Context: an optimization exercise on an open-source flow, tuned for small area. The choices shown serve that exercise and are no tape-out recipe.
The RTL was checked by simulation tests, not by an equivalence proof against the original design.

--- flow/constraint.sdc ---
create_clock -name core_clock -period 140.0 [get_ports {clk}]
set_input_delay 28.0000 -clock core_clock [delete_from_list [all_inputs] [get_ports {clk}]]
set_output_delay 28.0000 -clock core_clock [all_outputs]
set_load 0.01 [all_outputs]
--- flow/design.v ---
module regfile (
    input wire clk, rst,
    input wire [15:0] d,
    input wire [7:0] we,
    input wire [2:0] l_sel, r_sel,
    output wire [15:0] l_out, r_out,
    output wire [7:0] leds
);
reg [127:0] r;
genvar i;
generate
    for (i = 0; i < 8; i = i + 1) begin : gp
        always @(posedge clk)
            if (rst | we[i])
                r[16*i +: 16] <= d & {16{~rst}};
    end
endgenerate
assign l_out = r[16*l_sel +: 16] & {16{~rst}};
assign r_out = r[16*r_sel +: 16] & {16{~rst}};
assign leds = r[7:0] & {8{~rst}};
endmodule
module fadd (
    input wire a, b, c,
    output wire s, co
);
assign s  = a ^ b ^ c;
assign co = (a & b) | (c & (a ^ b));
endmodule
module alu (
    input wire [15:0] a_in,
    input wire [15:0] b_in,
    output wire [15:0] out,
    input wire c_add, c_sub, c_and, c_or, c_xor, c_shl, c_shr, c_mul, c_div, c_pa, c_pb,
    input wire carry_in,
    output wire [4:0] flags
);
wire [16:0] ac;
wire [15:0] as;
assign ac[0] = carry_in ^ c_sub;
genvar k;
generate
    for (k = 0; k < 16; k = k + 1) begin : addc
        fadd f(a_in[k], b_in[k] ^ c_sub, ac[k], as[k], ac[k+1]);
    end
endgenerate
wire carry_out = ac[16] ^ c_sub;
wire dv = c_div | c_shr;
wire sh = c_shl | c_shr;
wire [15:0] oh = 16'b1 << b_in[3:0];
wire big = |b_in[15:4];
wire [15:0] y = sh ? oh : b_in;
wire [16:0] hz;     
assign hz[16] = 1'b1;
generate
    for (k = 15; k >= 0; k = k - 1) begin : hzc
        assign hz[k] = hz[k+1] & ~y[k];
    end
endgenerate
wire [15:0] q;      
wire [0:0] l0, y0, s0, r0, g0, p0;
wire [1:0] c0;
assign l0 = dv & a_in[15];
assign y0 = dv ? ~y[0:0] : (a_in[0:0] & {1{y[15]}});
assign g0 = l0 & y0;
assign p0 = l0 | y0;
assign c0[0] = dv;
fadd f0_0(l0[0], y0[0], c0[0], s0[0], c0[1]);
assign q[0] = c0[1] & hz[1];
assign r0 = (dv & ~q[0]) ? l0 : s0;
wire [1:0] l1, y1, s1, r1, g1, p1;
wire [2:0] c1;
assign l1 = {r0[0:0], dv & a_in[14]};
assign y1 = dv ? ~y[1:0] : (a_in[1:0] & {2{y[14]}});
assign g1 = l1 & y1;
assign p1 = l1 | y1;
assign c1[0] = dv;
wire m1_1;
fadd f1_0(l1[0], y1[0], c1[0], s1[0], m1_1);
fadd f1_1(l1[1], y1[1], m1_1, s1[1], c1[2]);
assign q[1] = c1[2] & hz[2];
assign r1 = (dv & ~q[1]) ? l1 : s1;
wire [2:0] l2, y2, s2, r2, g2, p2;
wire [3:0] c2;
assign l2 = {r1[1:0], dv & a_in[13]};
assign y2 = dv ? ~y[2:0] : (a_in[2:0] & {3{y[13]}});
assign g2 = l2 & y2;
assign p2 = l2 | y2;
assign c2[0] = dv;
wire m2_1;
fadd f2_0(l2[0], y2[0], c2[0], s2[0], m2_1);
fadd f2_1(l2[1], y2[1], m2_1, s2[1], c2[2]);
fadd f2_2(l2[2], y2[2], c2[2], s2[2], c2[3]);
assign q[2] = c2[3] & hz[3];
assign r2 = (dv & ~q[2]) ? l2 : s2;
wire [3:0] l3, y3, s3, r3, g3, p3;
wire [4:0] c3;
assign l3 = {r2[2:0], dv & a_in[12]};
assign y3 = dv ? ~y[3:0] : (a_in[3:0] & {4{y[12]}});
assign g3 = l3 & y3;
assign p3 = l3 | y3;
assign c3[0] = dv;
wire m3_1;
fadd f3_0(l3[0], y3[0], c3[0], s3[0], m3_1);
wire m3_2;
fadd f3_1(l3[1], y3[1], m3_1, s3[1], m3_2);
assign c3[2] = (g3[0] & p3[1]) | (g3[1]) | (p3[0] & p3[1] & c3[0]);
wire m3_3;
fadd f3_2(l3[2], y3[2], c3[2], s3[2], m3_3);
wire m3_4;
fadd f3_3(l3[3], y3[3], m3_3, s3[3], m3_4);
assign c3[4] = (g3[2] & p3[3]) | (g3[3]) | (p3[2] & p3[3] & c3[2]);
assign q[3] = c3[4] & hz[4];
assign r3 = (dv & ~q[3]) ? l3 : s3;
wire [4:0] l4, y4, s4, r4, g4, p4;
wire [5:0] c4;
assign l4 = {r3[3:0], dv & a_in[11]};
assign y4 = dv ? ~y[4:0] : (a_in[4:0] & {5{y[11]}});
assign g4 = l4 & y4;
assign p4 = l4 | y4;
assign c4[0] = dv;
wire m4_1;
fadd f4_0(l4[0], y4[0], c4[0], s4[0], m4_1);
wire m4_2;
fadd f4_1(l4[1], y4[1], m4_1, s4[1], m4_2);
assign c4[2] = (g4[0] & p4[1]) | (g4[1]) | (p4[0] & p4[1] & c4[0]);
wire m4_3;
fadd f4_2(l4[2], y4[2], c4[2], s4[2], m4_3);
wire m4_4;
fadd f4_3(l4[3], y4[3], m4_3, s4[3], m4_4);
assign c4[4] = (g4[2] & p4[3]) | (g4[3]) | (p4[2] & p4[3] & c4[2]);
fadd f4_4(l4[4], y4[4], c4[4], s4[4], c4[5]);
assign q[4] = c4[5] & hz[5];
assign r4 = (dv & ~q[4]) ? l4 : s4;
wire [5:0] l5, y5, s5, r5, g5, p5;
wire [6:0] c5;
assign l5 = {r4[4:0], dv & a_in[10]};
assign y5 = dv ? ~y[5:0] : (a_in[5:0] & {6{y[10]}});
assign g5 = l5 & y5;
assign p5 = l5 | y5;
assign c5[0] = dv;
wire m5_1;
fadd f5_0(l5[0], y5[0], c5[0], s5[0], m5_1);
wire m5_2;
fadd f5_1(l5[1], y5[1], m5_1, s5[1], m5_2);
assign c5[2] = (g5[0] & p5[1]) | (g5[1]) | (p5[0] & p5[1] & c5[0]);
wire m5_3;
fadd f5_2(l5[2], y5[2], c5[2], s5[2], m5_3);
wire m5_4;
fadd f5_3(l5[3], y5[3], m5_3, s5[3], m5_4);
assign c5[4] = (g5[2] & p5[3]) | (g5[3]) | (p5[2] & p5[3] & c5[2]);
wire m5_5;
fadd f5_4(l5[4], y5[4], c5[4], s5[4], m5_5);
wire m5_6;
fadd f5_5(l5[5], y5[5], m5_5, s5[5], m5_6);
assign c5[6] = (g5[4] & p5[5]) | (g5[5]) | (p5[4] & p5[5] & c5[4]);
assign q[5] = c5[6] & hz[6];
assign r5 = (dv & ~q[5]) ? l5 : s5;
wire [6:0] l6, y6, s6, r6, g6, p6;
wire [7:0] c6;
assign l6 = {r5[5:0], dv & a_in[9]};
assign y6 = dv ? ~y[6:0] : (a_in[6:0] & {7{y[9]}});
assign g6 = l6 & y6;
assign p6 = l6 | y6;
assign c6[0] = dv;
wire m6_1;
fadd f6_0(l6[0], y6[0], c6[0], s6[0], m6_1);
wire m6_2;
fadd f6_1(l6[1], y6[1], m6_1, s6[1], m6_2);
assign c6[2] = (g6[0] & p6[1]) | (g6[1]) | (p6[0] & p6[1] & c6[0]);
wire m6_3;
fadd f6_2(l6[2], y6[2], c6[2], s6[2], m6_3);
wire m6_4;
fadd f6_3(l6[3], y6[3], m6_3, s6[3], m6_4);
assign c6[4] = (g6[2] & p6[3]) | (g6[3]) | (p6[2] & p6[3] & c6[2]);
wire m6_5;
fadd f6_4(l6[4], y6[4], c6[4], s6[4], m6_5);
wire m6_6;
fadd f6_5(l6[5], y6[5], m6_5, s6[5], m6_6);
assign c6[6] = (g6[4] & p6[5]) | (g6[5]) | (p6[4] & p6[5] & c6[4]);
fadd f6_6(l6[6], y6[6], c6[6], s6[6], c6[7]);
assign q[6] = c6[7] & hz[7];
assign r6 = (dv & ~q[6]) ? l6 : s6;
wire [7:0] l7, y7, s7, r7, g7, p7;
wire [8:0] c7;
assign l7 = {r6[6:0], dv & a_in[8]};
assign y7 = dv ? ~y[7:0] : (a_in[7:0] & {8{y[8]}});
assign g7 = l7 & y7;
assign p7 = l7 | y7;
assign c7[0] = dv;
wire m7_1;
fadd f7_0(l7[0], y7[0], c7[0], s7[0], m7_1);
wire m7_2;
fadd f7_1(l7[1], y7[1], m7_1, s7[1], m7_2);
assign c7[2] = (g7[0] & p7[1]) | (g7[1]) | (p7[0] & p7[1] & c7[0]);
wire m7_3;
fadd f7_2(l7[2], y7[2], c7[2], s7[2], m7_3);
wire m7_4;
fadd f7_3(l7[3], y7[3], m7_3, s7[3], m7_4);
assign c7[4] = (g7[2] & p7[3]) | (g7[3]) | (p7[2] & p7[3] & c7[2]);
wire m7_5;
fadd f7_4(l7[4], y7[4], c7[4], s7[4], m7_5);
wire m7_6;
fadd f7_5(l7[5], y7[5], m7_5, s7[5], m7_6);
assign c7[6] = (g7[4] & p7[5]) | (g7[5]) | (p7[4] & p7[5] & c7[4]);
wire m7_7;
fadd f7_6(l7[6], y7[6], c7[6], s7[6], m7_7);
wire m7_8;
fadd f7_7(l7[7], y7[7], m7_7, s7[7], m7_8);
assign c7[8] = (g7[6] & p7[7]) | (g7[7]) | (p7[6] & p7[7] & c7[6]);
assign q[7] = c7[8] & hz[8];
assign r7 = (dv & ~q[7]) ? l7 : s7;
wire [8:0] l8, y8, s8, r8, g8, p8;
wire [9:0] c8;
assign l8 = {r7[7:0], dv & a_in[7]};
assign y8 = dv ? ~y[8:0] : (a_in[8:0] & {9{y[7]}});
assign g8 = l8 & y8;
assign p8 = l8 | y8;
assign c8[0] = dv;
wire m8_1;
fadd f8_0(l8[0], y8[0], c8[0], s8[0], m8_1);
wire m8_2;
fadd f8_1(l8[1], y8[1], m8_1, s8[1], m8_2);
assign c8[2] = (g8[0] & p8[1]) | (g8[1]) | (p8[0] & p8[1] & c8[0]);
wire m8_3;
fadd f8_2(l8[2], y8[2], c8[2], s8[2], m8_3);
wire m8_4;
fadd f8_3(l8[3], y8[3], m8_3, s8[3], m8_4);
assign c8[4] = (g8[2] & p8[3]) | (g8[3]) | (p8[2] & p8[3] & c8[2]);
wire m8_5;
fadd f8_4(l8[4], y8[4], c8[4], s8[4], m8_5);
wire m8_6;
fadd f8_5(l8[5], y8[5], m8_5, s8[5], m8_6);
assign c8[6] = (g8[4] & p8[5]) | (g8[5]) | (p8[4] & p8[5] & c8[4]);
wire m8_7;
fadd f8_6(l8[6], y8[6], c8[6], s8[6], m8_7);
wire m8_8;
fadd f8_7(l8[7], y8[7], m8_7, s8[7], m8_8);
assign c8[8] = (g8[6] & p8[7]) | (g8[7]) | (p8[6] & p8[7] & c8[6]);
fadd f8_8(l8[8], y8[8], c8[8], s8[8], c8[9]);
assign q[8] = c8[9] & hz[9];
assign r8 = (dv & ~q[8]) ? l8 : s8;
wire [9:0] l9, y9, s9, r9, g9, p9;
wire [10:0] c9;
assign l9 = {r8[8:0], dv & a_in[6]};
assign y9 = dv ? ~y[9:0] : (a_in[9:0] & {10{y[6]}});
assign g9 = l9 & y9;
assign p9 = l9 | y9;
assign c9[0] = dv;
wire m9_1;
fadd f9_0(l9[0], y9[0], c9[0], s9[0], m9_1);
wire m9_2;
fadd f9_1(l9[1], y9[1], m9_1, s9[1], m9_2);
assign c9[2] = (g9[0] & p9[1]) | (g9[1]) | (p9[0] & p9[1] & c9[0]);
wire m9_3;
fadd f9_2(l9[2], y9[2], c9[2], s9[2], m9_3);
wire m9_4;
fadd f9_3(l9[3], y9[3], m9_3, s9[3], m9_4);
assign c9[4] = (g9[2] & p9[3]) | (g9[3]) | (p9[2] & p9[3] & c9[2]);
wire m9_5;
fadd f9_4(l9[4], y9[4], c9[4], s9[4], m9_5);
wire m9_6;
fadd f9_5(l9[5], y9[5], m9_5, s9[5], m9_6);
assign c9[6] = (g9[4] & p9[5]) | (g9[5]) | (p9[4] & p9[5] & c9[4]);
wire m9_7;
fadd f9_6(l9[6], y9[6], c9[6], s9[6], m9_7);
wire m9_8;
fadd f9_7(l9[7], y9[7], m9_7, s9[7], m9_8);
assign c9[8] = (g9[6] & p9[7]) | (g9[7]) | (p9[6] & p9[7] & c9[6]);
wire m9_9;
fadd f9_8(l9[8], y9[8], c9[8], s9[8], m9_9);
wire m9_10;
fadd f9_9(l9[9], y9[9], m9_9, s9[9], m9_10);
assign c9[10] = (g9[8] & p9[9]) | (g9[9]) | (p9[8] & p9[9] & c9[8]);
assign q[9] = c9[10] & hz[10];
assign r9 = (dv & ~q[9]) ? l9 : s9;
wire [10:0] l10, y10, s10, r10, g10, p10;
wire [11:0] c10;
assign l10 = {r9[9:0], dv & a_in[5]};
assign y10 = dv ? ~y[10:0] : (a_in[10:0] & {11{y[5]}});
assign g10 = l10 & y10;
assign p10 = l10 | y10;
assign c10[0] = dv;
wire m10_1;
fadd f10_0(l10[0], y10[0], c10[0], s10[0], m10_1);
wire m10_2;
fadd f10_1(l10[1], y10[1], m10_1, s10[1], m10_2);
assign c10[2] = (g10[0] & p10[1]) | (g10[1]) | (p10[0] & p10[1] & c10[0]);
wire m10_3;
fadd f10_2(l10[2], y10[2], c10[2], s10[2], m10_3);
wire m10_4;
fadd f10_3(l10[3], y10[3], m10_3, s10[3], m10_4);
assign c10[4] = (g10[2] & p10[3]) | (g10[3]) | (p10[2] & p10[3] & c10[2]);
wire m10_5;
fadd f10_4(l10[4], y10[4], c10[4], s10[4], m10_5);
wire m10_6;
fadd f10_5(l10[5], y10[5], m10_5, s10[5], m10_6);
assign c10[6] = (g10[4] & p10[5]) | (g10[5]) | (p10[4] & p10[5] & c10[4]);
wire m10_7;
fadd f10_6(l10[6], y10[6], c10[6], s10[6], m10_7);
wire m10_8;
fadd f10_7(l10[7], y10[7], m10_7, s10[7], m10_8);
assign c10[8] = (g10[6] & p10[7]) | (g10[7]) | (p10[6] & p10[7] & c10[6]);
wire m10_9;
fadd f10_8(l10[8], y10[8], c10[8], s10[8], m10_9);
wire m10_10;
fadd f10_9(l10[9], y10[9], m10_9, s10[9], m10_10);
assign c10[10] = (g10[8] & p10[9]) | (g10[9]) | (p10[8] & p10[9] & c10[8]);
fadd f10_10(l10[10], y10[10], c10[10], s10[10], c10[11]);
assign q[10] = c10[11] & hz[11];
assign r10 = (dv & ~q[10]) ? l10 : s10;
wire [11:0] l11, y11, s11, r11, g11, p11;
wire [12:0] c11;
assign l11 = {r10[10:0], dv & a_in[4]};
assign y11 = dv ? ~y[11:0] : (a_in[11:0] & {12{y[4]}});
assign g11 = l11 & y11;
assign p11 = l11 | y11;
assign c11[0] = dv;
wire m11_1;
fadd f11_0(l11[0], y11[0], c11[0], s11[0], m11_1);
wire m11_2;
fadd f11_1(l11[1], y11[1], m11_1, s11[1], m11_2);
assign c11[2] = (g11[0] & p11[1]) | (g11[1]) | (p11[0] & p11[1] & c11[0]);
wire m11_3;
fadd f11_2(l11[2], y11[2], c11[2], s11[2], m11_3);
wire m11_4;
fadd f11_3(l11[3], y11[3], m11_3, s11[3], m11_4);
assign c11[4] = (g11[2] & p11[3]) | (g11[3]) | (p11[2] & p11[3] & c11[2]);
wire m11_5;
fadd f11_4(l11[4], y11[4], c11[4], s11[4], m11_5);
wire m11_6;
fadd f11_5(l11[5], y11[5], m11_5, s11[5], m11_6);
assign c11[6] = (g11[4] & p11[5]) | (g11[5]) | (p11[4] & p11[5] & c11[4]);
wire m11_7;
fadd f11_6(l11[6], y11[6], c11[6], s11[6], m11_7);
wire m11_8;
fadd f11_7(l11[7], y11[7], m11_7, s11[7], m11_8);
assign c11[8] = (g11[6] & p11[7]) | (g11[7]) | (p11[6] & p11[7] & c11[6]);
wire m11_9;
fadd f11_8(l11[8], y11[8], c11[8], s11[8], m11_9);
wire m11_10;
fadd f11_9(l11[9], y11[9], m11_9, s11[9], m11_10);
assign c11[10] = (g11[8] & p11[9]) | (g11[9]) | (p11[8] & p11[9] & c11[8]);
wire m11_11;
fadd f11_10(l11[10], y11[10], c11[10], s11[10], m11_11);
wire m11_12;
fadd f11_11(l11[11], y11[11], m11_11, s11[11], m11_12);
assign c11[12] = (g11[10] & p11[11]) | (g11[11]) | (p11[10] & p11[11] & c11[10]);
assign q[11] = c11[12] & hz[12];
assign r11 = (dv & ~q[11]) ? l11 : s11;
wire [12:0] l12, y12, s12, r12, g12, p12;
wire [13:0] c12;
assign l12 = {r11[11:0], dv & a_in[3]};
assign y12 = dv ? ~y[12:0] : (a_in[12:0] & {13{y[3]}});
assign g12 = l12 & y12;
assign p12 = l12 | y12;
assign c12[0] = dv;
wire m12_1;
fadd f12_0(l12[0], y12[0], c12[0], s12[0], m12_1);
wire m12_2;
fadd f12_1(l12[1], y12[1], m12_1, s12[1], m12_2);
assign c12[2] = (g12[0] & p12[1]) | (g12[1]) | (p12[0] & p12[1] & c12[0]);
wire m12_3;
fadd f12_2(l12[2], y12[2], c12[2], s12[2], m12_3);
wire m12_4;
fadd f12_3(l12[3], y12[3], m12_3, s12[3], m12_4);
assign c12[4] = (g12[2] & p12[3]) | (g12[3]) | (p12[2] & p12[3] & c12[2]);
wire m12_5;
fadd f12_4(l12[4], y12[4], c12[4], s12[4], m12_5);
wire m12_6;
fadd f12_5(l12[5], y12[5], m12_5, s12[5], m12_6);
assign c12[6] = (g12[4] & p12[5]) | (g12[5]) | (p12[4] & p12[5] & c12[4]);
wire m12_7;
fadd f12_6(l12[6], y12[6], c12[6], s12[6], m12_7);
wire m12_8;
fadd f12_7(l12[7], y12[7], m12_7, s12[7], m12_8);
assign c12[8] = (g12[6] & p12[7]) | (g12[7]) | (p12[6] & p12[7] & c12[6]);
wire m12_9;
fadd f12_8(l12[8], y12[8], c12[8], s12[8], m12_9);
wire m12_10;
fadd f12_9(l12[9], y12[9], m12_9, s12[9], m12_10);
assign c12[10] = (g12[8] & p12[9]) | (g12[9]) | (p12[8] & p12[9] & c12[8]);
wire m12_11;
fadd f12_10(l12[10], y12[10], c12[10], s12[10], m12_11);
wire m12_12;
fadd f12_11(l12[11], y12[11], m12_11, s12[11], m12_12);
assign c12[12] = (g12[10] & p12[11]) | (g12[11]) | (p12[10] & p12[11] & c12[10]);
fadd f12_12(l12[12], y12[12], c12[12], s12[12], c12[13]);
assign q[12] = c12[13] & hz[13];
assign r12 = (dv & ~q[12]) ? l12 : s12;
wire [13:0] l13, y13, s13, r13, g13, p13;
wire [14:0] c13;
assign l13 = {r12[12:0], dv & a_in[2]};
assign y13 = dv ? ~y[13:0] : (a_in[13:0] & {14{y[2]}});
assign g13 = l13 & y13;
assign p13 = l13 | y13;
assign c13[0] = dv;
wire m13_1;
fadd f13_0(l13[0], y13[0], c13[0], s13[0], m13_1);
wire m13_2;
fadd f13_1(l13[1], y13[1], m13_1, s13[1], m13_2);
assign c13[2] = (g13[0] & p13[1]) | (g13[1]) | (p13[0] & p13[1] & c13[0]);
wire m13_3;
fadd f13_2(l13[2], y13[2], c13[2], s13[2], m13_3);
wire m13_4;
fadd f13_3(l13[3], y13[3], m13_3, s13[3], m13_4);
assign c13[4] = (g13[2] & p13[3]) | (g13[3]) | (p13[2] & p13[3] & c13[2]);
wire m13_5;
fadd f13_4(l13[4], y13[4], c13[4], s13[4], m13_5);
wire m13_6;
fadd f13_5(l13[5], y13[5], m13_5, s13[5], m13_6);
assign c13[6] = (g13[4] & p13[5]) | (g13[5]) | (p13[4] & p13[5] & c13[4]);
wire m13_7;
fadd f13_6(l13[6], y13[6], c13[6], s13[6], m13_7);
wire m13_8;
fadd f13_7(l13[7], y13[7], m13_7, s13[7], m13_8);
assign c13[8] = (g13[6] & p13[7]) | (g13[7]) | (p13[6] & p13[7] & c13[6]);
wire m13_9;
fadd f13_8(l13[8], y13[8], c13[8], s13[8], m13_9);
wire m13_10;
fadd f13_9(l13[9], y13[9], m13_9, s13[9], m13_10);
assign c13[10] = (g13[8] & p13[9]) | (g13[9]) | (p13[8] & p13[9] & c13[8]);
wire m13_11;
fadd f13_10(l13[10], y13[10], c13[10], s13[10], m13_11);
wire m13_12;
fadd f13_11(l13[11], y13[11], m13_11, s13[11], m13_12);
assign c13[12] = (g13[10] & p13[11]) | (g13[11]) | (p13[10] & p13[11] & c13[10]);
wire m13_13;
fadd f13_12(l13[12], y13[12], c13[12], s13[12], m13_13);
wire m13_14;
fadd f13_13(l13[13], y13[13], m13_13, s13[13], m13_14);
assign c13[14] = (g13[12] & p13[13]) | (g13[13]) | (p13[12] & p13[13] & c13[12]);
assign q[13] = c13[14] & hz[14];
assign r13 = (dv & ~q[13]) ? l13 : s13;
wire [14:0] l14, y14, s14, r14, g14, p14;
wire [15:0] c14;
assign l14 = {r13[13:0], dv & a_in[1]};
assign y14 = dv ? ~y[14:0] : (a_in[14:0] & {15{y[1]}});
assign g14 = l14 & y14;
assign p14 = l14 | y14;
assign c14[0] = dv;
wire m14_1;
fadd f14_0(l14[0], y14[0], c14[0], s14[0], m14_1);
wire m14_2;
fadd f14_1(l14[1], y14[1], m14_1, s14[1], m14_2);
assign c14[2] = (g14[0] & p14[1]) | (g14[1]) | (p14[0] & p14[1] & c14[0]);
wire m14_3;
fadd f14_2(l14[2], y14[2], c14[2], s14[2], m14_3);
wire m14_4;
fadd f14_3(l14[3], y14[3], m14_3, s14[3], m14_4);
assign c14[4] = (g14[2] & p14[3]) | (g14[3]) | (p14[2] & p14[3] & c14[2]);
wire m14_5;
fadd f14_4(l14[4], y14[4], c14[4], s14[4], m14_5);
wire m14_6;
fadd f14_5(l14[5], y14[5], m14_5, s14[5], m14_6);
assign c14[6] = (g14[4] & p14[5]) | (g14[5]) | (p14[4] & p14[5] & c14[4]);
wire m14_7;
fadd f14_6(l14[6], y14[6], c14[6], s14[6], m14_7);
wire m14_8;
fadd f14_7(l14[7], y14[7], m14_7, s14[7], m14_8);
assign c14[8] = (g14[6] & p14[7]) | (g14[7]) | (p14[6] & p14[7] & c14[6]);
wire m14_9;
fadd f14_8(l14[8], y14[8], c14[8], s14[8], m14_9);
wire m14_10;
fadd f14_9(l14[9], y14[9], m14_9, s14[9], m14_10);
assign c14[10] = (g14[8] & p14[9]) | (g14[9]) | (p14[8] & p14[9] & c14[8]);
wire m14_11;
fadd f14_10(l14[10], y14[10], c14[10], s14[10], m14_11);
wire m14_12;
fadd f14_11(l14[11], y14[11], m14_11, s14[11], m14_12);
assign c14[12] = (g14[10] & p14[11]) | (g14[11]) | (p14[10] & p14[11] & c14[10]);
wire m14_13;
fadd f14_12(l14[12], y14[12], c14[12], s14[12], m14_13);
wire m14_14;
fadd f14_13(l14[13], y14[13], m14_13, s14[13], m14_14);
assign c14[14] = (g14[12] & p14[13]) | (g14[13]) | (p14[12] & p14[13] & c14[12]);
fadd f14_14(l14[14], y14[14], c14[14], s14[14], c14[15]);
assign q[14] = c14[15] & hz[15];
assign r14 = (dv & ~q[14]) ? l14 : s14;
wire [15:0] l15, y15, s15, r15, g15, p15;
wire [16:0] c15;
assign l15 = {r14[14:0], dv & a_in[0]};
assign y15 = dv ? ~y[15:0] : (a_in[15:0] & {16{y[0]}});
assign g15 = l15 & y15;
assign p15 = l15 | y15;
assign c15[0] = dv;
wire m15_1;
fadd f15_0(l15[0], y15[0], c15[0], s15[0], m15_1);
wire m15_2;
fadd f15_1(l15[1], y15[1], m15_1, s15[1], m15_2);
assign c15[2] = (g15[0] & p15[1]) | (g15[1]) | (p15[0] & p15[1] & c15[0]);
wire m15_3;
fadd f15_2(l15[2], y15[2], c15[2], s15[2], m15_3);
wire m15_4;
fadd f15_3(l15[3], y15[3], m15_3, s15[3], m15_4);
assign c15[4] = (g15[2] & p15[3]) | (g15[3]) | (p15[2] & p15[3] & c15[2]);
wire m15_5;
fadd f15_4(l15[4], y15[4], c15[4], s15[4], m15_5);
wire m15_6;
fadd f15_5(l15[5], y15[5], m15_5, s15[5], m15_6);
assign c15[6] = (g15[4] & p15[5]) | (g15[5]) | (p15[4] & p15[5] & c15[4]);
wire m15_7;
fadd f15_6(l15[6], y15[6], c15[6], s15[6], m15_7);
wire m15_8;
fadd f15_7(l15[7], y15[7], m15_7, s15[7], m15_8);
assign c15[8] = (g15[6] & p15[7]) | (g15[7]) | (p15[6] & p15[7] & c15[6]);
wire m15_9;
fadd f15_8(l15[8], y15[8], c15[8], s15[8], m15_9);
wire m15_10;
fadd f15_9(l15[9], y15[9], m15_9, s15[9], m15_10);
assign c15[10] = (g15[8] & p15[9]) | (g15[9]) | (p15[8] & p15[9] & c15[8]);
wire m15_11;
fadd f15_10(l15[10], y15[10], c15[10], s15[10], m15_11);
wire m15_12;
fadd f15_11(l15[11], y15[11], m15_11, s15[11], m15_12);
assign c15[12] = (g15[10] & p15[11]) | (g15[11]) | (p15[10] & p15[11] & c15[10]);
wire m15_13;
fadd f15_12(l15[12], y15[12], c15[12], s15[12], m15_13);
wire m15_14;
fadd f15_13(l15[13], y15[13], m15_13, s15[13], m15_14);
assign c15[14] = (g15[12] & p15[13]) | (g15[13]) | (p15[12] & p15[13] & c15[12]);
wire m15_15;
fadd f15_14(l15[14], y15[14], c15[14], s15[14], m15_15);
wire m15_16;
fadd f15_15(l15[15], y15[15], m15_15, s15[15], m15_16);
assign c15[16] = (g15[14] & p15[15]) | (g15[15]) | (p15[14] & p15[15] & c15[14]);
assign q[15] = c15[16];
assign r15 = s15;
wire [15:0] prod = r15;
wire [15:0] quot;
generate
    for (k = 0; k < 16; k = k + 1) begin : qr
        assign quot[15-k] = q[k];
    end
endgenerate
wire lg3 = c_and | c_or | c_pa | c_pb;
wire lg2 = c_or | c_xor | c_pa;
wire lg1 = c_or | c_xor | c_pb;
wire [15:0] lu = (a_in & b_in & {16{lg3}}) | (a_in & ~b_in & {16{lg2}}) | (~a_in & b_in & {16{lg1}});
wire sel_p = c_mul | (c_shl & ~big);
wire sel_q = c_div | (c_shr & ~big);
wire sel_a = c_add | c_sub;
assign out = lu | (as & {16{sel_a}}) | (prod & {16{sel_p}}) | (quot & {16{sel_q}});
wire m0 = c_sub | c_or | c_shl | c_mul | c_pa;
assign flags[0] = ~(|out);
assign flags[1] = sel_a & carry_out;
assign flags[2] = out[15];
assign flags[3] = ((a_in[15] ^ b_in[15]) ^ ~m0) & ((b_in[15] ^ out[15]) ^ m0);
assign flags[4] = ^out;
endmodule
module pc (
    input wire [15:0] in,
    output reg [15:0] out,
    input wire clk, inc, ie, irq, rst,
    output reg [15:0] saved_pc,
    output reg chg           
);
wire [15:0] t1 = ie ? in : out;
wire [15:0] t2 = inc ? t1 + 16'b1 : t1;
wire take = irq & (ie | inc);
wire [15:0] nx = take ? 16'b1 : t2;
always @(posedge clk, posedge rst) begin
    if (rst) begin
        out <= 16'b0;
        chg <= 1'b1;
    end else begin
        out <= nx;
        chg <= nx != out;
    end
end
always @(posedge clk) begin
    if (rst)
        saved_pc <= 16'b0;
    else if (take)
        saved_pc <= t2;
end
endmodule
module decoder (
    input wire [15:0] instr,
    output wire pc_inc, pc_ie, reg_in_mux_ctl, alu_r_mux_ctl, alu_cin, ram_write, ram_read,
    output wire alu_flags_ie, reg_sr_in, sr_ie, sr_pc_over, ram_read_done, pc_sr_ie, irq_instr, jtr_op,
    output wire c_add, c_sub, c_and, c_or, c_xor, c_shl, c_shr, c_mul, c_div, c_pa, c_pb,
    output wire [2:0] reg_l_ctl, reg_r_ctl,
    output wire [7:0] gp_reg_ie,
    input wire mem_busy, mem_ready,
    input wire [4:0] flags
);
wire [6:0] op = instr[6:0];
wire [2:0] tg = instr[9:7];
wire [2:0] fo = instr[12:10];
wire [2:0] so = instr[15:13];
wire o_mov = op == 7'h01, o_ldd = op == 7'h02, o_ldo = op == 7'h03, o_ldi = op == 7'h04;
wire o_std = op == 7'h05, o_sto = op == 7'h06, o_add = op == 7'h07, o_adi = op == 7'h08;
wire o_adc = op == 7'h09, o_sub = op == 7'h0A, o_suc = op == 7'h0B, o_cmp = op == 7'h0C;
wire o_cmi = op == 7'h0D, o_jmp = op == 7'h0E, o_jal = op == 7'h0F, o_srl = op == 7'h10;
wire o_srs = op == 7'h11, o_sys = op == 7'h12, o_and = op == 7'h13, o_orr = op == 7'h14;
wire o_xor = op == 7'h15, o_ani = op == 7'h16, o_ori = op == 7'h17, o_xoi = op == 7'h18;
wire o_shl = op == 7'h19, o_shr = op == 7'h1A, o_cai = op == 7'h1B, o_mul = op == 7'h1C;
wire o_div = op == 7'h1D, o_irt = op == 7'h1E;
reg jmp_en;
always @(*) begin
    case (instr[10:7])
        4'b0001: jmp_en = flags[1];
        4'b0010: jmp_en = flags[0];
        4'b0011: jmp_en = flags[2];
        4'b0100: jmp_en = ~(flags[2] | flags[0]);
        4'b0101: jmp_en = flags[0] | flags[2];
        4'b0110: jmp_en = ~flags[2];
        4'b0111: jmp_en = ~flags[0];
        4'b1000: jmp_en = flags[3];
        4'b1001: jmp_en = flags[3];
        default: jmp_en = 1'b1;
    endcase
end
wire ld = o_ldd | o_ldo;
wire st = o_std | o_sto;
wire ld_wait = ld & ~mem_busy & ~mem_ready;
assign pc_inc = ~((ld & (mem_busy | ~mem_ready)) | (st & mem_busy) | (o_jmp & jmp_en) | o_jal | o_irt);
assign pc_ie = (o_jmp & jmp_en) | o_jal | o_irt;
assign reg_in_mux_ctl = ld & ~mem_busy;
assign ram_read_done = ld & ~mem_busy & mem_ready;
assign ram_read = ld_wait;
assign ram_write = st & ~mem_busy;
assign alu_r_mux_ctl = ld | o_ldi | st | o_adi | o_cmi | o_jmp | o_jal | o_ani | o_ori | o_xoi | o_cai;
assign alu_cin = (o_adc | o_suc) & flags[1];
assign alu_flags_ie = o_add | o_adi | o_adc | o_sub | o_suc | o_cmp | o_cmi | o_and | o_orr | o_xor
                    | o_ani | o_ori | o_xoi | o_shl | o_shr | o_cai | o_mul | o_div;
assign reg_sr_in = o_jal | o_srl;
assign sr_ie = o_srs;
assign sr_pc_over = o_jal;
assign pc_sr_ie = o_irt;
assign irq_instr = o_sys;
assign jtr_op = o_jmp | o_jal | o_irt;
assign c_sub = o_sub | o_suc | o_cmp | o_cmi;
assign c_and = o_and | o_ani | o_cai;
assign c_or  = o_orr | o_ori;
assign c_xor = o_xor | o_xoi;
assign c_shl = o_shl;
assign c_shr = o_shr;
assign c_mul = o_mul;
assign c_div = o_div;
assign c_pa  = o_mov;
assign c_pb  = o_ldd | o_ldi | o_std | o_jmp | o_jal | o_srs;
assign c_add = ~(c_sub | c_and | c_or | c_xor | c_shl | c_shr | c_mul | c_div | c_pa | c_pb);
wire l_fo = o_mov | o_ldo | o_add | o_adi | o_adc | o_sub | o_suc | o_cmp | o_cmi | o_and | o_orr | o_xor
          | o_ani | o_ori | o_xoi | o_shl | o_shr | o_cai | o_mul | o_div;
assign reg_l_ctl = l_fo ? fo : o_sto ? so : 3'b0;
wire r_so = o_add | o_adc | o_sub | o_suc | o_cmp | o_and | o_orr | o_xor | o_shl | o_shr | o_mul | o_div;
assign reg_r_ctl = r_so ? so : (o_std | o_sto | o_srs) ? fo : 3'b0;
wire we = o_mov | (ld & ~mem_busy & mem_ready) | o_ldi | o_add | o_adi | o_adc | o_sub | o_suc
        | o_jal | o_srl | o_and | o_orr | o_xor | o_ani | o_ori | o_xoi | o_shl | o_shr | o_mul | o_div;
assign gp_reg_ie = {8{we}} & (8'b1 << tg);
endmodule
module fetch (
    input wire clk,
    input wire [15:0] pc_in,
    input wire pc_chg,               
    input wire [31:0] ram_data,
    input wire ram_busy, ram_cack, ram_data_ready,
    output reg ram_read,
    output reg [31:0] instr_out,
    output wire [15:0] ram_addr,
    output reg ram_addr_ovr,
    output reg pc_hold,
    input wire flag_boot_mode,
    input wire rst,
    input wire irq_in, irq_en,
    output reg irq_p,
    input wire [7:0] pc_page_in
);
reg [1:0] state;
reg c_acked;
reg [31:0] pref_instr;
reg [7:0] prev_pc_page, saved_pc_page;
reg prev_irq;
reg [3:0] ra_hi;
reg [11:0] ra_lo;
assign ram_addr = {ra_hi, ra_lo};
function pok(input [6:0] o);
    pok = o != 7'h02 && o != 7'h03 && o != 7'h05 && o != 7'h06;
endfunction
wire chg = pc_chg | (pc_page_in != prev_pc_page);
wire hit = pc_in == ram_addr && pc_page_in == saved_pc_page;
wire [15:0] pc_nx = pc_in + 16'b1;
reg n_rd, n_ovr, n_hold, n_ack, ld_addr, ld_pref;
reg [1:0] n_state;
reg [15:0] n_addr;
reg [1:0] isel;   
always @(*) begin
    n_rd = ram_read; n_ovr = ram_addr_ovr; n_hold = pc_hold; n_ack = c_acked;
    n_state = state; ld_addr = 1'b0; n_addr = pc_in; ld_pref = 1'b0;
    isel = 2'd0;
    if (chg) begin
        n_hold = 1'b1;
        isel = 2'd1;
    end
    case (state)
        2'd0: begin
            if ((chg | pc_hold) & ~ram_busy) begin
                n_rd = 1'b1; n_ovr = 1'b1; ld_addr = 1'b1; n_addr = pc_in; n_state = 2'd1;
            end else if (pok(instr_out[6:0])) begin
                n_rd = 1'b1; n_ovr = 1'b1; ld_addr = 1'b1; n_addr = pc_nx; n_state = 2'd2;
            end
        end
        2'd1: begin
            if (~ram_cack & ~c_acked) begin
                n_rd = 1'b1; n_ovr = 1'b1;
            end else begin
                n_rd = 1'b0; n_ack = 1'b1;
                if (ram_data_ready) begin
                    n_ack = 1'b0; n_hold = 1'b0; isel = 2'd2;
                    if (pok(ram_data[6:0])) begin
                        n_rd = 1'b1; n_ovr = 1'b1; ld_addr = 1'b1; n_addr = pc_nx; n_state = 2'd2;
                    end else begin
                        n_ovr = 1'b0; n_state = 2'd0;
                    end
                end else
                    n_ovr = 1'b1;
            end
        end
        2'd2: begin
            if (~ram_cack & ~c_acked) begin
                n_rd = 1'b1; n_ovr = 1'b1;
            end else begin
                n_rd = 1'b0; n_ack = 1'b1;
                if (ram_data_ready & (chg | pc_hold)) begin
                    n_ack = 1'b0;
                    if (hit) begin
                        n_ovr = 1'b0; n_hold = 1'b0; isel = 2'd2;
                        if (pok(ram_data[6:0])) begin
                            n_rd = 1'b1; n_ovr = 1'b1; ld_addr = 1'b1; n_addr = pc_nx; n_state = 2'd2;
                        end else begin
                            n_ovr = 1'b0; n_state = 2'd0;
                        end
                    end else begin
                        n_rd = 1'b1; n_ovr = 1'b1; ld_addr = 1'b1; n_addr = pc_in; n_state = 2'd1;
                    end
                end else if (ram_data_ready) begin
                    n_ack = 1'b0; ld_pref = 1'b1; n_state = 2'd3;
                end else
                    n_ovr = 1'b1;
            end
        end
        2'd3: begin
            if (chg | pc_hold) begin
                if (hit) begin
                    n_ack = 1'b0; n_hold = 1'b0; isel = 2'd3;
                    if (pok(pref_instr[6:0])) begin
                        n_rd = 1'b1; n_ovr = 1'b1; ld_addr = 1'b1; n_addr = pc_nx; n_state = 2'd2;
                    end else begin
                        n_ovr = 1'b0; n_state = 2'd0;
                    end
                end else begin
                    n_rd = 1'b1; n_ovr = 1'b1; ld_addr = 1'b1; n_addr = pc_in; n_state = 2'd1;
                end
            end
        end
    endcase
end
wire run = ~flag_boot_mode;
always @(negedge clk, posedge rst) begin
    if (rst) begin
        ram_read <= 1'b0;
        instr_out <= 32'b0;
        ra_hi <= 4'b0;
        ram_addr_ovr <= 1'b0;
        pc_hold <= 1'b0;
        state <= 2'b0;
        c_acked <= 1'b0;
        irq_p <= 1'b0;
        prev_irq <= 1'b0;
    end else begin
        if (run) begin
            ram_read <= n_rd;
            ram_addr_ovr <= n_ovr;
            pc_hold <= n_hold;
            c_acked <= n_ack;
            state <= n_state;
            if (ld_addr)
                ra_hi <= n_addr[15:12];
            case (isel)
                2'd1: instr_out <= 32'b0;
                2'd2: instr_out <= ram_data;
                2'd3: instr_out <= pref_instr;
                default: ;
            endcase
        end
        if (pc_in == 16'b1 && pc_page_in == 8'b0 && irq_p)
            irq_p <= 1'b0;
        else if (irq_in & ~prev_irq & irq_en)
            irq_p <= 1'b1;
        prev_irq <= irq_in;
    end
end
always @(negedge clk) begin
    if (run & ld_addr) begin
        ra_lo <= n_addr[11:0];
        saved_pc_page <= pc_page_in;
    end
    if (run & ld_pref)
        pref_instr <= ram_data;
    prev_pc_page <= pc_page_in;
end
endmodule
module sregs (
    input wire clk,
    input wire rst,
    input wire sr_ie,
    input wire [15:0] sr_sel, sr_in,
    input wire jtr_op,
    output wire [15:0] sr_out,       
    output wire boot_mode, instr_mem_over,
    input wire irq_in, irq_instr,
    output wire irq_en,
    input wire out_addr_ovr, pc_move,
    input wire [4:0] alu_flags_in,
    output reg [4:0] alu_flags,
    input wire alu_flags_ie,
    input wire [15:0] saved_pc,
    output reg [15:0] irq_pc,
    input wire [15:0] addr_in,
    output wire [19:0] addr_out,
    input wire [15:0] prog_in,
    output wire [19:0] prog_out,
    output wire [7:0] prog_page_out
);
reg [3:0] rt_mode;
reg [1:0] jtr_mode, jtr_mode_buff;
reg [3:0] irq_flags;
reg [15:0] virt_scratch_reg;
reg [127:0] mem_page, prog_page;
wire hi0 = sr_sel[15:3] == 13'b0;
wire s1 = hi0 & sr_sel[2:0] == 3'd1;
wire s2 = hi0 & sr_sel[2:0] == 3'd2;
wire s3 = hi0 & sr_sel[2:0] == 3'd3;
wire s4 = hi0 & sr_sel[2:0] == 3'd4;
wire s5 = hi0 & sr_sel[2:0] == 3'd5;
wire s6 = hi0 & sr_sel[2:0] == 3'd6;
wire sel0 = hi0 & sr_sel[2:0] == 3'd0;
wire irq_take = irq_in & rt_mode[2] & pc_move;
always @(posedge clk, posedge rst) begin
    if (rst) begin
        rt_mode <= 4'b0001;
        jtr_mode <= 2'b01;
        jtr_mode_buff <= 2'b01;
        alu_flags <= 5'b0;
    end else begin
        if (sr_ie & s1 & rt_mode[0])
            rt_mode <= sr_in[3:0];
        if (sr_ie & s2)
            jtr_mode_buff <= sr_in[1:0];
        if ((jtr_op | (sr_ie & sel0)) & pc_move)
            jtr_mode <= jtr_mode_buff;
        if (out_addr_ovr)
            rt_mode[2] <= 1'b1;
        if (irq_take) begin
            rt_mode[0] <= 1'b1;
            rt_mode[3] <= 1'b0;
            jtr_mode[1] <= 1'b0;
            jtr_mode_buff[1] <= 1'b0;
            rt_mode[2] <= 1'b0;
        end
        if (alu_flags_ie)
            alu_flags <= alu_flags_in;
        else if (sr_ie & s4)
            alu_flags <= sr_in[4:0];
    end
end
always @(posedge clk) begin
    if (rst) begin
        irq_pc <= 16'b0;
        virt_scratch_reg <= 16'b0;
        irq_flags <= 4'b0;
    end else begin
        if (sr_ie & s3)
            irq_pc <= sr_in;
        if (sr_ie & s6)
            virt_scratch_reg <= sr_in;
        if (irq_take)
            irq_flags <= {irq_instr, rt_mode[0], jtr_mode[1], rt_mode[3]};
    end
end
wire mp_wr = sr_ie & rt_mode[0] & (sr_sel[15:4] == 12'd1);
wire pp_wr = sr_ie & rt_mode[0] & (sr_sel[15:4] == 12'd2);
wire [7:0] pdin = sr_in[7:0] & {8{~rst}};
genvar i;
generate
    for (i = 0; i < 16; i = i + 1) begin : pt
        always @(posedge clk)
            if (rst | (mp_wr & sr_sel[3:0] == i))
                mem_page[8*i +: 8] <= pdin;
        always @(posedge clk)
            if (rst | (pp_wr & sr_sel[3:0] == i))
                prog_page[8*i +: 8] <= pdin;
    end
endgenerate
assign boot_mode = jtr_mode[0];
assign instr_mem_over = rt_mode[1];
assign irq_en = rt_mode[2];
assign sr_out = ({16{s1}} & {12'b0, rt_mode})
              | ({16{s2}} & {14'b0, jtr_mode})
              | ({16{s3}} & saved_pc)
              | ({16{s4}} & {11'b0, alu_flags})
              | ({16{s5}} & {12'b0, irq_flags})
              | ({16{s6}} & virt_scratch_reg);
wire [7:0] mp = mem_page[8*addr_in[15:12] +: 8];
wire [7:0] pp = prog_page[8*prog_in[15:12] +: 8];
assign addr_out = rt_mode[3] ? {mp, addr_in[11:0]} : {4'b0, addr_in};
assign prog_page_out = jtr_mode[1] ? pp : {4'b0, prog_in[15:12]};
assign prog_out = {prog_page_out, prog_in[11:0]};
endmodule
module cpu (
    input wire clk, rst,
    output wire [19:0] e_addr_bus,
    output wire [15:0] e_prog_addr, e_data,
    input wire [15:0] e_mem_bus,
    input wire [31:0] e_instr,
    input wire [31:0] e_sdram_instr,
    input wire e_mem_busy, e_mem_ready, e_mem_cack,
    input wire irq_in,
    output wire ram_read_out, ram_write, ram_instr_access, ram_read_done,
    output wire [7:0] e_reg_leds,
    output wire [3:0] e_pc_leds
);
wire [15:0] reg_l_bus, reg_r_bus, alu_bus, alu_r_mux, reg_in_mux, spec_reg_out, sr_out;
wire [15:0] prog_addr, saved_pc, irq_pc, fetch_addr;
wire [31:0] instr_bus, fetch_instr_bus;
wire [19:0] alu_bus_paged, fetch_addr_paged;
wire [7:0] prog_page;
wire [4:0] alu_flags_f, alu_flags_out;
wire [2:0] reg_l_ctl, reg_r_ctl;
wire [7:0] gp_reg_ie;
wire pc_inc, pc_ie, reg_in_mux_ctl, alu_r_mux_ctl, alu_cin, alu_flags_ie, reg_sr_in, sr_ie, sr_pc_over, ram_read, irq_instr, pc_sr_ie, jtr_op;
wire c_add, c_sub, c_and, c_or, c_xor, c_shl, c_shr, c_mul, c_div, c_pa, c_pb;
wire fetch_ram_read, fetch_wait, fetch_addr_mux, irq_p, irq_en, pc_chg;
wire flag_boot_mode, flag_instr_mem_over;
wire sel0 = instr_bus[31:16] == 16'b0;
wire adv = ~fetch_wait | flag_boot_mode;
wire pc_ie_g = (pc_ie | (sr_ie & sel0)) & adv;
wire pc_inc_g = pc_inc & adv;
regfile gp(clk, rst, reg_in_mux, gp_reg_ie, reg_l_ctl, reg_r_ctl, reg_l_bus, reg_r_bus, e_reg_leds);
alu alu(reg_l_bus, alu_r_mux, alu_bus, c_add, c_sub, c_and, c_or, c_xor, c_shl, c_shr, c_mul, c_div, c_pa, c_pb,
    alu_cin, alu_flags_f);
pc pc(pc_sr_ie ? irq_pc : alu_r_mux, prog_addr, clk, pc_inc_g, pc_ie_g, irq_p | irq_instr, rst, saved_pc, pc_chg);
decoder decoder(instr_bus[15:0], pc_inc, pc_ie, reg_in_mux_ctl, alu_r_mux_ctl, alu_cin, ram_write, ram_read,
    alu_flags_ie, reg_sr_in, sr_ie, sr_pc_over, ram_read_done, pc_sr_ie, irq_instr, jtr_op,
    c_add, c_sub, c_and, c_or, c_xor, c_shl, c_shr, c_mul, c_div, c_pa, c_pb,
    reg_l_ctl, reg_r_ctl, gp_reg_ie, e_mem_busy, e_mem_ready, alu_flags_out);
fetch fetch(clk, prog_addr, pc_chg, e_sdram_instr, e_mem_busy, e_mem_cack, e_mem_ready, fetch_ram_read, fetch_instr_bus,
    fetch_addr, fetch_addr_mux, fetch_wait, flag_boot_mode, rst, irq_in, irq_en, irq_p, prog_page);
sregs sregs(clk, rst, sr_ie, instr_bus[31:16], reg_r_bus, jtr_op, sr_out, flag_boot_mode, flag_instr_mem_over,
    irq_p | irq_instr, irq_instr, irq_en, pc_sr_ie, pc_ie_g | pc_inc_g,
    alu_flags_f, alu_flags_out, alu_flags_ie, saved_pc, irq_pc,
    alu_bus, alu_bus_paged, fetch_addr, fetch_addr_paged, prog_page);
assign spec_reg_out = (sel0 | sr_pc_over) ? prog_addr : sr_out;
assign reg_in_mux = reg_sr_in ? spec_reg_out : reg_in_mux_ctl ? e_mem_bus : alu_bus;
assign alu_r_mux = alu_r_mux_ctl ? instr_bus[31:16] : reg_r_bus;
assign e_addr_bus = fetch_addr_mux ? fetch_addr_paged : alu_bus_paged;
assign instr_bus = flag_boot_mode ? e_instr : fetch_instr_bus;
assign e_prog_addr = prog_addr;
assign e_data = reg_r_bus;
assign e_pc_leds = prog_addr[3:0];
assign ram_read_out = ram_read | fetch_ram_read;
assign ram_instr_access = fetch_addr_mux | flag_instr_mem_over;
endmodule
--- flow/standard.sh ---
#!/bin/bash
# synth_recipe.tcl (not shown) runs the flow's synth.tcl, then flattens the netlist and writes it again
# the make line also repeats each setting of config.mk as NAME=value (left out here)
make -C /OpenROAD-flow-scripts/flow DESIGN_CONFIG=/design/flow/config.mk WORK_HOME=/design/flow/orfs CLKGATE_MAP_FILE= SYNTH_SCRIPT=/design/flow/synth_recipe.tcl "${@:-finish}"
--- flow/flow/amap.abc ---
strash
dch -f
amap
topo
stime -c
buffer -c
upsize -c
dnsize -c
--- flow/flow/run.sh ---
#!/bin/bash
# Own layout flow: the standard ORFS flow, except that
#  - ABC maps the logic with an area-oriented script, then resizes for delay (flow/amap.abc),
#  - ports are buffered with the smallest buffer,
#  - CTS inserts no dummy loads,
#  - half-adder cells are not used (synthesis keeps full adders only).
# Every tool's output goes to a log in this folder (make_*.log) and under orfs/logs.
set -euo pipefail
W=$(pwd)
# synthesis script: the standard flow's, with the ABC mapping script replaced
{
  head -n 1 synth_recipe.tcl
  cat <<'T'
proc abc {args} {
  set i [lsearch -exact $args -script]
  if { $i >= 0 } { set args [lreplace $args [expr {$i+1}] [expr {$i+1}] $::env(MY_ABC_SCRIPT)] }
  yosys abc {*}$args
}
T
  tail -n +2 synth_recipe.tcl
} > my_synth.tcl
sed -e "s#SYNTH_SCRIPT=[^ ]*#SYNTH_SCRIPT=$W/my_synth.tcl#" \
    -e 's#CLKGATE_MAP_FILE= #CLKGATE_MAP_FILE= "DONT_USE_CELLS=${DU_LIST}" #' standard.sh > my_standard.sh
export MY_ABC_SCRIPT=$W/flow/amap.abc
export BUFFER_PORTS_ARGS="-buffer_cell sky130_fd_sc_hd__buf_1"
export CTS_ARGS="-sink_clustering_enable -repair_clock_nets -dont_use_dummy_load"
# the platform's don't-use cells, and the half adders
DU_LIST=$(sed -n '/^export DONT_USE_CELLS/,/^$/p' "$FLOW_HOME/platforms/$FLOW_PLATFORM/config.mk" \
  | sed -e 's/export DONT_USE_CELLS += //' -e 's/\\//' | tr -s ' \n' '  ')
export DU_LIST="$DU_LIST sky130_fd_sc_hd__ha_1 sky130_fd_sc_hd__ha_2 sky130_fd_sc_hd__ha_4"
bash my_standard.sh "${1:-finish}" > make_${1:-finish}.log 2>&1
[ -n "${1:-}" ] || test -f out/final.def
--- flow/config.mk ---
export PLATFORM = sky130hd
export DESIGN_NAME = cpu
export DESIGN_NICKNAME = cpu
export VERILOG_FILES = /design/flow/design.v
export SDC_FILE = /design/flow/constraint.sdc
export NUM_CORES = 4
export LEC_CHECK = 0
export ABC_AREA = 1
export ABC_CLOCK_PERIOD_IN_PS = 36000
export CAP_MARGIN = 20
export CORE_MARGIN = 2
export CORE_UTILIZATION = 40
export SLEW_MARGIN = 20
==> results of run 1 <==
routing by layer:
layer	vias up	global-route usage, %
li1	14700	-
met1	16000	42.1
met2	1981	43.1
met3	320	5.72
met4	4	10.4
met5	-	0
placed cells by master, fill, tap and decap left out, types with 65 or more instances in the layout:
master,netlist,layout
a21oi_1,200,198
edfxtp_1,436,436
buf_1,20,152
o21ai_0,307,291
nor3_1,72,70
a221oi_1,68,67
nor2_1,397,379
fa_1,90,89
a22oi_1,86,86
inv_1,226,277
o221ai_1,66,65
nand2_1,222,219
buf_4,17,234
o22ai_1,508,490
worst paths after layout:
path                                        to
hold reg to reg            fetch.instr_out[13]
hold / removal             fetch.instr_out[13]
max in group asynchronous       fetch.prev_irq
min in group asynchronous            pc.out[9]
setup / recovery                e_addr_bus[15]
setup reg to reg            sregs.alu_flags[4]
through the flow:
step,cells,area [µm²],hold slack (ns),TNS (ns)
4_1_cts,5011,39000,0.438,0
6_report,5070,39900,0.438,0
3_5_place_dp,4893,37300,0.427,-0.223
5_1_grt,5069,39900,0.466,-1.97
3_3_place_gp,4892,37300,0.410,0
2_1_floorplan,3634,34600,0.401,0
critical path: cells and delay by family, from the launching register on:
kind                     cells  cell delay [ns]
flip-flops                   1             0.47
AO/OA/AOI/OAI              131            20.67
adder cells (fa/ha/maj)     10             3.76
buffers and inverters       25             3.54
AND/OR/NAND/NOR             63            10.08
logic make-up after synthesis:
family          share of synthesized area, %
fa+ha+maj                               5.20
buf+inv                                 5.88
flops                                   46.6
compound gates                          30.5
xor+xnor                              0.0758
simple gates                            11.7
timing repair:
action	in CTS	in global routing
cloned	0	5
pin swaps	0	32
setup buffers	0	52
gates resized for setup	7	94
setup endpoints to repair	5	20
Yosys cell counts, types with 40 or more instances:
cell type / count / share of area (%)
dfxtp_1: 60 / 3.5
o21ai_0: 307 / 4.4
nor2b_1: 40 / 0.72
dfrtn_1: 44 / 3.2
fa_1: 90 / 5.2
clkbuf_1: 167 / 1.8
o22ai_1: 508 / 9.2
a211oi_1: 44 / 0.95
edfxtp_1: 436 / 38
o221ai_1: 66 / 1.7
inv_1: 226 / 2.4
nor3_1: 72 / 1.0
nor2_1: 397 / 4.3
a22oi_1: 86 / 1.9
a21oi_1: 200 / 2.9
nand2_1: 222 / 2.4
a221oi_1: 68 / 1.7
final cells by class:
cell class	instances	area [µm²]
diodes	1	2.50
repair buffers	400	2560
multi-input cells	2562	17000
well taps	1144	1430
clock buffers	59	1480
clock inverters	60	225
fillers	8163	45600
flip-flops and latches	570	16200
inverters	274	1080
==> impl_metrics.py, run 1 <==
metrics = {
    "synthesis": {
        "synth_area_per_cell_um2": 9.53,
        "ys_seq_area_share_pct": 46.6,
        "syn_inst": 3634,
        "ys_types": 92,
        "ys_ff_latch": 570,
        "mappedNetlistNets": 3810,
        "synthArstFlopShare_pct": 13.0,
        "yosysWarnings": 5,
        "synthesis.area_um2": 34600,
        "synth_edf_count": 436,
        "synthFlopType": "edfxtp_1",
    },
    "cts": {
        "cts_buffers": 59,
        "clkSlewWorstSetupHoldPaths_ns": 0.04,
        "htree_levels": 2,
        "holdBufCountCts": 0,
        "cts_tree": "done",
        "clockRootBuffer": "clkbuf_16",
        "clock_sinks": 570,
        "clock_latency_ns": 0.68,
        "clockBufferDepth": 3,
    },
    "global_routing": {
        "overflow": 0,
        "track_usage_pct": 29.1,
        "grt_max_degree": 93,
        "grt_pass1_vias": 30300,
        "antenna_found_initial": 3,
        "grt_pass1_wl_um": 198000,
    },
    "layout": {
        "fin_nets": 4103,
        "area_growth_pct": 15.2,
        "layout-drive-gt1-share_pct": 14.1,
        "top_regs": "gp.r: 128 flops, sregs.mem_page: 128 flops, sregs.prog_page: 128 flops",
        "post-route-util_pct": 46.7,
    },
    "setup_path": {
        "cp_slowest_cell": "fa_1",
        "crit_arrival_ns": 109.15,
        "rrSetupSlack_ns": 31.09,
        "r2r-start": "fetch.instr_out[2]",
        "startpoint": "fetch.instr_out[2]",
        "crit_path_start_kind": "register",
        "cp_common_cell": "o21ai_0",
        "slowest_delay_ns": 0.50,
        "crit_path_end_kind": "output port",
        "worstPathRequired_ns": 112.00,
        "r2r_cells": 234,
        "worstPathMaxFanout": 16,
        "critPathKind": "register to output port",
    },
    "sta": {
        "hold_viol": 0,
        "worst_slack_ns": 2.85,
        "worst_slew_pin_slew_ns": 1.12,
        "maxSlewHeadroom_pct": 24.9,
        "maxSlewViolCount": 0,
        "setup_viol_count_final": 0,
        "fin_skew_ns": 0.114,
    },
    "flow_run": {
        "max_cap_violations": 0,
    },
    "route": {
        "wire_per_inst_um": 26.7,
        "met3RoutedLength_um": 15600,
        "wirelength_um": 136000,
        "maxUsedRoutingLayer": "met5",
        "via_per_inst": 6.50,
        "met1_length_um": 55500,
        "vias": 32900,
        "ant_nets": 0,
        "drt_iter0_markers": 4577,
        "drc": 0,
        "dr_wl_met2_um": 58900,
        "firstDrtPassIters": 7,
    },
    "placement": {
        "dp_hpwl_um": 95300,
        "port-buffer-count": 153,
        "gp_congestion": 1.01,
        "place_ws_ns": -0.144,
    },
    "floorplanning": {
        "rows": 107,
        "die_h_um": 298,
        "start_util_pct": 40.5,
        "io_pins": 154,
        "design.die.area_um2": 89000,
        "coreArea_um2": 85500,
        "die_w_um": 298,
    },
    "worst_hold_path": {
        "holdPathStages": 2,
        "hp-class": "register to register",
        "min_from": "fetch.instr_out[13]",
    },
    "status": {
        "status": "finished clean",
    },
}
==> inputs of run 2 (changes only) <==
--- a/flow/design.v
+++ b/flow/design.v
@@ -770,2 +770,6 @@
         prev_irq <= 1'b0;
+        ra_lo <= 12'b0;
+        saved_pc_page <= 8'b0;
+        pref_instr <= 32'b0;
+        prev_pc_page <= 8'b0;
     end else begin
@@ -777,4 +781,9 @@
             state <= n_state;
-            if (ld_addr)
+            if (ld_addr) begin
                 ra_hi <= n_addr[15:12];
+                ra_lo <= n_addr[11:0];
+                saved_pc_page <= pc_page_in;
+            end
+            if (ld_pref)
+                pref_instr <= ram_data;
             case (isel)
@@ -791,13 +800,5 @@
         prev_irq <= irq_in;
+        prev_pc_page <= pc_page_in;
     end
 end
-always @(negedge clk) begin
-    if (run & ld_addr) begin
-        ra_lo <= n_addr[11:0];
-        saved_pc_page <= pc_page_in;
-    end
-    if (run & ld_pref)
-        pref_instr <= ram_data;
-    prev_pc_page <= pc_page_in;
-end
 endmodule
--- a/flow/flow/run.sh
+++ b/flow/flow/run.sh
@@ -4,3 +4,3 @@
 #  - ports are buffered with the smallest buffer,
-#  - CTS inserts no dummy loads,
+#  - CTS inserts no dummy loads and uses the smaller clock buffers,
 #  - half-adder cells are not used (synthesis keeps full adders only).
@@ -25,3 +25,3 @@
 export BUFFER_PORTS_ARGS="-buffer_cell sky130_fd_sc_hd__buf_1"
-export CTS_ARGS="-sink_clustering_enable -repair_clock_nets -dont_use_dummy_load"
+export CTS_ARGS="-sink_clustering_enable -repair_clock_nets -dont_use_dummy_load -buf_list {sky130_fd_sc_hd__clkbuf_4 sky130_fd_sc_hd__clkbuf_8}"
 # the platform's don't-use cells, and the half adders
--- a/flow/config.mk
+++ b/flow/config.mk
@@ -11,3 +11,3 @@
 export CORE_MARGIN = 2
-export CORE_UTILIZATION = 40
+export CORE_UTILIZATION = 55
 export SLEW_MARGIN = 20
==> run 2 against run 1 <==
Effect of this change:
- register-to-register slack worse by 1.4 ns
- via count up 5.5%
- first-iteration DRC count up 26%
- flip-flop and latch count unchanged
- critical path depth down 9
- routed wire length up 3.0%
- setup slack worse by 0.81 ns
==> impl_metrics.py, run 2 <==
metrics = {
    "global_routing": {
        "grt_pass1_wl_um": 202000,
        "grt_max_degree": 107,
        "antenna_found_initial": 6,
        "track_usage_pct": 39.8,
        "grt_pass1_vias": 32200,
        "overflow": 0,
    },
    "layout": {
        "area_growth_pct": 10.3,
        "top_regs": "gp.r: 128 flops, sregs.mem_page: 128 flops, sregs.prog_page: 128 flops",
        "post-route-util_pct": 61.4,
        "final_common_cell": "o22ai_1",
        "fin_nets": 4149,
        "layout-drive-gt1-share_pct": 15.3,
        "final_cell_mix": "o22ai_1 (464), nor2_1 (401), edfxtp_1 (384), o21ai_0 (343), inv_1 (251)",
        "nFillCells": 5510,
    },
    "synthesis": {
        "synth_top_area_share_pct": 32.1,
        "yosys-mux-area-fraction_pct": 0,
        "synth_top_family_by_area": "compound AO/OA/AOI/OAI gates",
        "synthesis.area_um2": 35900,
        "yosys-top-cells-count": "o22ai_1 (479), nor2_1 (414), edfxtp_1 (384)",
        "synth.most_common_cell": "o22ai_1",
        "ys_types": 114,
        "synth_edf_count": 384,
        "mappedNetlistNets": 3961,
        "ys_seq_area_share_pct": 44.4,
        "synthArstFlopShare_pct": 23.5,
        "yosys.area_share.simple_pct": 11.8,
        "synth_compound_area_share_pct": 31.7,
        "ys_top_cells_by_area": "edfxtp_1 (32%), o22ai_1 (8.3%), dfrtn_1 (7.3%)",
        "syn_inst": 3785,
        "synth_area_per_cell_um2": 9.48,
        "synthAdderAreaFrac_pct": 5.02,
        "ys_ff_latch": 570,
        "synth_xor_area_share_pct": 0.0976,
        "yosys.area.top_type": "edfxtp_1",
        "yosysWarnings": 5,
        "synthFlopType": "edfxtp_1",
    },
    "floorplanning": {
        "die_w_um": 259,
        "coreArea_um2": 64500,
        "start_util_pct": 55.7,
        "design.die.area_um2": 67300,
        "rows": 93,
        "die_h_um": 259,
        "io_pins": 154,
    },
    "placement": {
        "dp_hpwl_um": 97700,
        "port-buffer-count": 153,
        "gp_congestion": 1.01,
    },
    "setup_path": {
        "critPathKind": "register to output port",
        "cp_common_cell": "o21ai_0",
        "rrSetupSlack_ns": 29.70,
        "crit_buf_inv": 32,
        "cp_top_family": "compound AO/OA/AOI/OAI gates",
        "r2r-start": "fetch.instr_out[2]",
        "cp_slowest_cell": "fa_1",
        "crit_path_end_kind": "output port",
        "worstPathMaxFanout": 32,
        "worstPathRequired_ns": 112.00,
        "crit_path_start_kind": "register",
        "slowest_delay_ns": 0.46,
        "r2r_end": "sregs.alu_flags[4]",
        "r2r_cells": 224,
        "crit_arrival_ns": 109.96,
    },
    "worst_hold_path": {
        "holdPathStages": 2,
        "hp-class": "register to register",
        "min_from": "fetch.instr_out[19]",
        "hold_end": "fetch.instr_out[19]",
    },
    "cts": {
        "clock_latency_ns": 0.75,
        "holdBufCountCts": 0,
        "htree_levels": 3,
        "clockRootBuffer": "clkbuf_8",
        "cts_buffers": 93,
        "clock_sinks": 570,
        "clockBufferDepth": 3,
        "clkSlewWorstSetupHoldPaths_ns": 0.04,
        "cts_tree": "done",
    },
    "route": {
        "vias": 34800,
        "via_per_inst": 7.19,
        "wirelength_um": 140000,
        "firstDrtPassIters": 6,
        "ant_nets": 0,
        "drc": 0,
        "drt_iter0_markers": 5760,
        "wire_per_inst_um": 28.9,
    },
    "sta": {
        "maxSlewViolCount": 0,
        "hold_viol": 0,
        "worst_slew_pin_slew_ns": 1.29,
        "maxSlewHeadroom_pct": 14.3,
        "fin_skew_ns": 0.186,
        "setup_viol_count_final": 0,
    },
    "status": {
        "status": "finished clean",
    },
    "flow_run": {
        "max_cap_violations": 0,
    },
}
run 2: changes by cell type after synthesis, sizes merged, moves of 11 or more:
cell and change:
o21ai +53, a21oi +25, inv +31, nor3 +11
edfxtp -52, nor2 +22, o22a +25, clkbuf +23
dfrtn +60, and2b +18
run 2: layout make-up:
| type | instances | area (µm²) | share of cell area, % |
|---|---|---|---|
| multi-input cells | 2666 | 18000 | 45.3 |
| flip-flops and latches | 570 | 15900 | 40.2 |
| repair buffers | 340 | 2090 | 5.28 |
| clock buffers | 93 | 1280 | 3.23 |
| inverters | 300 | 1240 | 3.12 |
| well taps | 855 | 1070 | 2.70 |
| repair inverters | 2 | 17.5 | 0.0442 |
| diodes | 7 | 17.5 | 0.0442 |
run 2: metrics by stage:
| stage | hold WS (ns) | std cells | setup WS (ns) | TNS [ns] | cell area (µm²) |
|---|---|---|---|---|---|
| 6_report | 0.432 | 4833 | 2.04 | 0 | 39600 |
| 2_1_floorplan | 0.411 | 3785 | 6.60 | 0 | 35900 |
| 5_1_grt | 0.458 | 4831 | -0.319 | -1.88 | 39600 |
| 3_5_place_dp | 0.432 | 4683 | -1.33 | -8.90 | 37400 |
| 4_1_cts | 0.432 | 4777 | 0.00216 | 0 | 38800 |
| 3_3_place_gp | 0.423 | 4682 | -0.0664 | -0.138 | 37400 |
run 2: worst reg2reg max path: cells and delay by family (launching register included):
family | cells | cell delay [ns]
buf+inv | 31 | 4.81
flops | 1 | 0.39
simple gates | 51 | 7.97
xor+xnor | 1 | 0.21
fa+ha+maj | 10 | 3.86
compound gates | 131 | 23.11
run 2: worst max-delay path by stage:
stage / from / to / slack, ns / cells past startpoint
after floorplan: fetch.instr_out[2] / e_addr_bus[14] / 6.60 / 208
after global placement: fetch.instr_out[5] / e_addr_bus[15] / -0.07 / 215
after detailed placement: fetch.instr_out[2] / e_addr_bus[15] / -1.33 / 217
after CTS: fetch.instr_out[2] / e_addr_bus[13] / 0.002 / 218
after global routing: fetch.instr_out[2] / e_addr_bus[17] / -0.32 / 219
final: fetch.instr_out[2] / e_addr_bus[17] / 2.04 / 220
run 2: cell families (layout without fill, tap and decap cells):
logic type                 after synthesis  count (layout)
AOI/OAI and AO/OA                     1662            1662
xor gates and xnor gates                 4               4
adders and majority gates               90              90
buffers and inverters                  550             735
DFF                                    570             570
other                                    0               7
and+or+nand+nor                        909             910
run 2: what timing repair did:
action / in CTS / in global routing
setup buffers: 1 / 44
gates resized for setup: 18 / 76
pin swaps: 1 / 21
cloned: 0 / 5
endpoints found under the setup margin: 9 / 19
run 2: routing by layer:
layer / vias to the layer above / track usage (%) / part of all wire, %
met2: 2681 / 58.5 / 43
met1: 16700 / 55.1 / 38
met4: 2 / 17.5 / 5.2
met5: - / 0 / 0.0093
met3: 487 / 11.2 / 13
li1: 14900 / - / -
